Background: an optimization exercise with open tools, aiming at small area, a short achievable clock period and few clock cycles. Do not read the settings as production practice. Function was checked by simulation only, so behaviour that the tests miss may differ from the original. No activity file was given, so power comes from the tool's default toggle rates.

==> flow/design.v <==
module addsub16 (
	input  logic [15:0] a,
	input  logic [15:0] bb,
	input  logic        sub,
	output logic [15:0] s,
	output logic        zero);    
	logic [15:0] p, g, k, c;
	xor16 px (.a(a), .b(bb), .o(p));
	and16 gx (.a(a), .b(bb), .o(g));
	or16  kx (.a(a), .b(bb), .o(k));
	prefix16 pf (.p(p), .g(g), .cin(sub), .c(c));
	xor16 sx (.a(p), .b(c), .o(s));
	assign zero = ~|(p ^ {k[14:0], sub});
endmodule
module xor16 (input logic [15:0] a, input logic [15:0] b, output logic [15:0] o);
	assign o = a ^ b;
endmodule
module and16 (input logic [15:0] a, input logic [15:0] b, output logic [15:0] o);
	assign o = a & b;
endmodule
module or16 (input logic [15:0] a, input logic [15:0] b, output logic [15:0] o);
	assign o = a | b;
endmodule
module prefix16 (
	input  logic [15:0] p,
	input  logic [15:0] g,
	input  logic        cin,
	output logic [15:0] c);
	logic [15:0] g0, g1, p1, g2, p2, g3, p3, g4;
	assign g0 = {g[15:1], g[0] | (p[0] & cin)};
	genvar i;
	generate
		for (i = 0; i < 16; i = i + 1) begin : pfx
			if (i >= 1) begin
				assign g1[i] = g0[i] | (p[i] & g0[i-1]);
				assign p1[i] = p[i] & p[i-1];
			end else begin
				assign g1[i] = g0[i];
				assign p1[i] = p[i];
			end
			if (i >= 2) begin
				assign g2[i] = g1[i] | (p1[i] & g1[i-2]);
				assign p2[i] = p1[i] & p1[i-2];
			end else begin
				assign g2[i] = g1[i];
				assign p2[i] = p1[i];
			end
			if (i >= 4) begin
				assign g3[i] = g2[i] | (p2[i] & g2[i-4]);
				assign p3[i] = p2[i] & p2[i-4];
			end else begin
				assign g3[i] = g2[i];
				assign p3[i] = p2[i];
			end
			if (i >= 8) assign g4[i] = g3[i] | (p3[i] & g3[i-8]);
			else        assign g4[i] = g3[i];
		end
	endgenerate
	assign c = {g4[14:0], cin};
endmodule
module pcadd (
	input  logic [9:0] pc,
	input  logic [7:0] d,
	output logic [9:0] pc_inc,
	output logic [9:0] pc_jmp);
	logic [9:0] p, g, c;
	assign pc_inc = pc + 10'd1;
	xor10 px (.a(pc), .b({2'b00, d}), .o(p));
	and10 gx (.a(pc), .b({2'b00, d}), .o(g));
	prefix10 pf (.p(p), .g(g), .c(c));
	xor10 sx (.a(p), .b(c), .o(pc_jmp));
endmodule
module xor10 (input logic [9:0] a, input logic [9:0] b, output logic [9:0] o);
	assign o = a ^ b;
endmodule
module and10 (input logic [9:0] a, input logic [9:0] b, output logic [9:0] o);
	assign o = a & b;
endmodule
module prefix10 (
	input  logic [9:0] p,
	input  logic [9:0] g,
	output logic [9:0] c);
	logic [9:0] g1, p1, g2, p2, g3, p3, g4;
	genvar i;
	generate
		for (i = 0; i < 10; i = i + 1) begin : pfx
			if (i >= 1) begin
				assign g1[i] = g[i] | (p[i] & g[i-1]);
				assign p1[i] = p[i] & p[i-1];
			end else begin
				assign g1[i] = g[i];
				assign p1[i] = p[i];
			end
			if (i >= 2) begin
				assign g2[i] = g1[i] | (p1[i] & g1[i-2]);
				assign p2[i] = p1[i] & p1[i-2];
			end else begin
				assign g2[i] = g1[i];
				assign p2[i] = p1[i];
			end
			if (i >= 4) begin
				assign g3[i] = g2[i] | (p2[i] & g2[i-4]);
				assign p3[i] = p2[i] & p2[i-4];
			end else begin
				assign g3[i] = g2[i];
				assign p3[i] = p2[i];
			end
			if (i >= 8) assign g4[i] = g3[i] | (p3[i] & g3[i-8]);
			else        assign g4[i] = g3[i];
		end
	endgenerate
	assign c = {g4[8:0], 1'b0};
endmodule
module neg16 (
	input  logic [15:0] a,
	output logic [15:0] n);
	logic [15:0] lo;    
	genvar i;
	generate
		for (i = 0; i < 16; i = i + 1) begin : b
			if (i == 0) assign lo[i] = 1'b0;
			else        assign lo[i] = |a[i-1:0];
		end
	endgenerate
	assign n = a ^ lo;
endmodule
module mux16 (
	input  logic        s,
	input  logic [15:0] a,
	input  logic [15:0] b,
	output logic [15:0] o);
	assign o = s ? a : b;
endmodule
module rdmux (
	input  logic [255:0] regs,
	input  logic [15:0]  sel,
	output logic [15:0]  o);
	always_comb begin
		o = '0;
		for (int r = 0; r < 16; r++)
			o = o | (regs[16*r +: 16] & {16{sel[r]}});
	end
endmodule
module simplecpu (
	input  logic        rst,
	input  logic        clk,
	output logic [9:0]  pc,
	input  logic [15:0] inst,
	output logic [7:0]  d_addr,
	output logic        d_wr,
	output logic [15:0] d_wdata,
	input  logic [15:0] d_rdata,
	output logic        halted);
	logic [9:0]   pc_q;
	logic         f_halt;             
	logic [255:0] regs;               
	logic [15:0]  valid;              
	logic [15:0]  nz;                 
	logic         r_we, r_st, r_halt;
	logic         r_mem, r_not, r_sub, r_dsel, r_loc;
	logic         r_afwd, r_bfwd;     
	logic [3:0]   r_wa;
	logic [15:0]  r_psel, r_qsel;     
	logic [7:0]   r_d;                
	logic         x_we, x_st, x_halt, x_cin;
	logic [3:0]   x_wa;
	logic [15:0]  x_a, x_b;
	logic [15:0]  sum;                
	logic         sum_zero;
	logic [3:0]  op, ra, pa;
	logic [7:0]  d;
	logic        is_jmp, is_jmz, is_halt, is_mem, is_st, is_dsel, is_azero, writes;
	logic        r_hit, x_hit, z_ra, stall, taken, hold, f_ok;
	logic [9:0]  pc_inc, pc_jmp;
	assign op = inst[15:12];
	assign ra = inst[11:8];
	assign d  = inst[7:0];
	assign is_halt  = op[3];
	assign is_jmp   = (op == 4'h7);
	assign is_jmz   = (op == 4'h5);
	assign is_st    = (op[2:0] == 3'h1);
	assign is_mem   = (op[2:0] == 3'h0) | (op[2:0] == 3'h6);                  
	assign is_dsel  = (op[2:0] == 3'h3) | is_st;                             
	assign is_azero = (op[2:0] == 3'h3) | is_mem;                            
	assign writes   = is_mem | (op[2:0] == 3'h2) | (op[2:0] == 3'h3) | (op[2:0] == 3'h4);
	assign pa       = is_st ? ra : inst[7:4];
	assign r_hit = r_we & (r_wa == ra);
	assign x_hit = x_we & (x_wa == ra);
	assign z_ra  = r_hit ? (r_d == 8'h00) : x_hit ? sum_zero : ~nz[ra];
	assign stall = (is_jmz & r_hit & ~r_loc) | (is_mem & r_st);
	assign taken = is_jmp | (is_jmz & z_ra);
	assign hold  = f_halt | is_halt | stall;
	assign f_ok  = ~f_halt & ~is_halt & ~stall;
	pcadd pcadd (.pc(pc_q), .d(d), .pc_inc(pc_inc), .pc_jmp(pc_jmp));
	always_ff @(posedge clk) begin
		if (rst) begin
			pc_q   <= '0;
			f_halt <= 1'b0;
		end else begin
			if (~hold) pc_q <= taken ? pc_jmp : pc_inc;
			if (is_halt) f_halt <= 1'b1;
		end
	end
	logic [15:0] valid_nxt;
	assign valid_nxt = valid | ({15'h0000, x_we} << x_wa);
	always_ff @(posedge clk) begin
		if (rst) begin
			r_we   <= 1'b0;
			r_st   <= 1'b0;
			r_halt <= 1'b0;
		end else begin
			r_we   <= f_ok & ~op[3] & writes;
			r_st   <= f_ok & (op == 4'h1);
			r_halt <= f_halt | is_halt;
		end
	end
	always_ff @(posedge clk) begin
		r_mem   <= is_mem;
		r_not   <= (op[2:0] == 3'h6);
		r_sub   <= (op[2:0] == 3'h4);
		r_loc   <= (op[2:0] == 3'h3);
		r_dsel  <= is_dsel;
		r_psel  <= is_azero ? 16'h0000 : (valid_nxt & (16'h0001 << pa));
		r_qsel  <= (is_dsel | is_mem) ? 16'h0000 : (valid_nxt & (16'h0001 << inst[3:0]));
		r_wa    <= ra;
		r_d     <= d;
		r_afwd  <= r_we & (r_wa == pa) & ~is_azero;
		r_bfwd  <= r_we & (r_wa == inst[3:0]) & ~is_dsel & ~is_mem;
	end
	logic [7:0] d_addr_q;
	always_ff @(posedge clk)
		d_addr_q <= (r_st & ~rst) ? r_d : d;
	logic [15:0] p_rd, q_rd, a_nxt, b_nxt, b_rd;
	rdmux pmux (.regs(regs), .sel(r_psel), .o(p_rd));
	rdmux qmux (.regs(regs), .sel(r_qsel), .o(q_rd));
	assign b_rd = q_rd | ({16{r_mem}} & d_rdata) | ({16{r_dsel}} & {8'h00, r_d});
	logic [15:0] b_sel;
	mux16 amux (.s(r_afwd), .a(sum), .b(p_rd), .o(a_nxt));
	mux16 bmux (.s(r_bfwd), .a(sum), .b(b_rd), .o(b_sel));
	assign b_nxt = b_sel ^ {16{r_sub | r_not}};
	always_ff @(posedge clk) begin
		if (rst) begin
			x_we   <= 1'b0;
			x_st   <= 1'b0;
			x_halt <= 1'b0;
		end else begin
			x_we   <= r_we;
			x_st   <= r_st;
			x_halt <= r_halt;
		end
	end
	always_ff @(posedge clk) begin
		x_cin <= r_sub | r_not;
		x_wa  <= r_wa;
		x_a   <= a_nxt;
		x_b   <= b_nxt;
	end
	addsub16 alu (.a(x_a), .bb(x_b), .sub(x_cin), .s(sum), .zero(sum_zero));
	always_ff @(posedge clk) begin
		if (rst) begin
			valid <= '0;
			nz    <= '0;
		end else if (x_we) begin
			valid[x_wa] <= 1'b1;
			nz[x_wa]    <= ~sum_zero;
		end
	end
	genvar g;
	generate
		for (g = 0; g < 16; g = g + 1) begin : rf
			always_ff @(posedge clk)
				if (x_we && x_wa == g) regs[16*g +: 16] <= sum;
		end
	endgenerate
	assign pc      = pc_q;
	assign d_addr  = d_addr_q;
	assign d_wr    = x_st;
	assign d_wdata = x_a;
	assign halted  = x_halt;
endmodule
clock: 7.0 ns
lec_check: 0
cap_margin: 20
core_margin: 2
core_utilization: 60
cts_cluster_diameter: 150
cts_cluster_size: 30
place_density: 0.75
setup_slack_margin: 4.3
slew_margin: 20
synth_hierarchical: 1
standard.sh (not shown) runs the stock make flow with config.mk's settings and CLKGATE_MAP_FILE= SYNTH_SCRIPT=/design/flow/synth_recipe.tcl, a recipe that flattens the netlist after the stock synthesis.
==> flow/flow/run.sh <==
#!/bin/bash
# Standard ORFS layout (the standard.sh, synthesis unchanged), except that the
# input/output port buffers are sky130_fd_sc_hd__buf_2 cells instead of the default
# pick (a slow delay buffer). ORFS keeps each step's log under orfs/logs/; make's
# own output goes to standard.log here.
set -euo pipefail
bash standard.sh "BUFFER_PORTS_ARGS=-buffer_cell sky130_fd_sc_hd__buf_2" finish > standard.log 2>&1
Testbench counts at the start, summed over its fixed seeds: cycles 74,821.
==> next run, changes <==
--- a/flow/design.v
+++ b/flow/design.v
@@ -222,5 +222,5 @@
 		r_dsel  <= is_dsel;
 		r_psel  <= is_azero ? 16'h0000 : (valid_nxt & (16'h0001 << pa));
-		r_qsel  <= (is_dsel | is_mem) ? 16'h0000 : (valid_nxt & (16'h0001 << inst[3:0]));
+		r_qsel  <= valid_nxt & (16'h0001 << inst[3:0]);
 		r_wa    <= ra;
 		r_d     <= d;
@@ -234,5 +234,5 @@
 	rdmux pmux (.regs(regs), .sel(r_psel), .o(p_rd));
 	rdmux qmux (.regs(regs), .sel(r_qsel), .o(q_rd));
-	assign b_rd = q_rd | ({16{r_mem}} & d_rdata) | ({16{r_dsel}} & {8'h00, r_d});
+	assign b_rd = r_mem ? d_rdata : r_dsel ? {8'h00, r_d} : q_rd;
 	logic [15:0] b_sel;
 	mux16 amux (.s(r_afwd), .a(sum), .b(p_rd), .o(a_nxt));
Result: Core utilization grows by 0.12 points. Final area went up by 0.73%. Cell count climbs by 1.6%. Flip-flop and latch count does not change. Via count rose by 3.8%. Power hardly moves. Sequential share of layout area fell by 0.38 points. Synthesized area rose by 1.0%.
Testbench counts after the change, summed over its fixed seeds: cycles 74,821.

[static timing again, ports no longer ideal]
No port has a modelled driver above. Below, the same layouts with a new extraction and two added sets of constraints. Step 1 (the two cells are an assumption about what drives the block):
set clk [get_ports {clk}]
set_driving_cell -lib_cell sky130_fd_sc_hd__clkbuf_16 $clk
set_driving_cell -lib_cell sky130_fd_sc_hd__buf_2 [delete_from_list [all_inputs] $clk]
Step 2 adds t to the input delays and takes it off the output delays; t is the mean of the earliest and latest rising clock arrival at the registers after step 1. Input paths then give back, and output paths get back, about the clock's delay inside the block. Three values: ideal ports, drivers, drivers and shift; two values: the first two.
| run | t (ns) | setup slack, ns | worst hold slack (ns) | clock arrival spread, ns |
|---|---|---|---|---|
| the first run | 0.581 | 4.368 / 4.315 / 3.869 | 0.446 / 0.446 / 0.446 | 0.031 / 0.031 |
| the second run | 0.572 | 4.337 / 4.281 / 3.851 | 0.440 / 0.440 / 0.440 | 0.033 / 0.033 |
After both steps setup and hold are still met in every run listed. The setup slack of the first run, which loses most, moves by -0.053 ns with the drivers and by -0.499 ns with both steps.
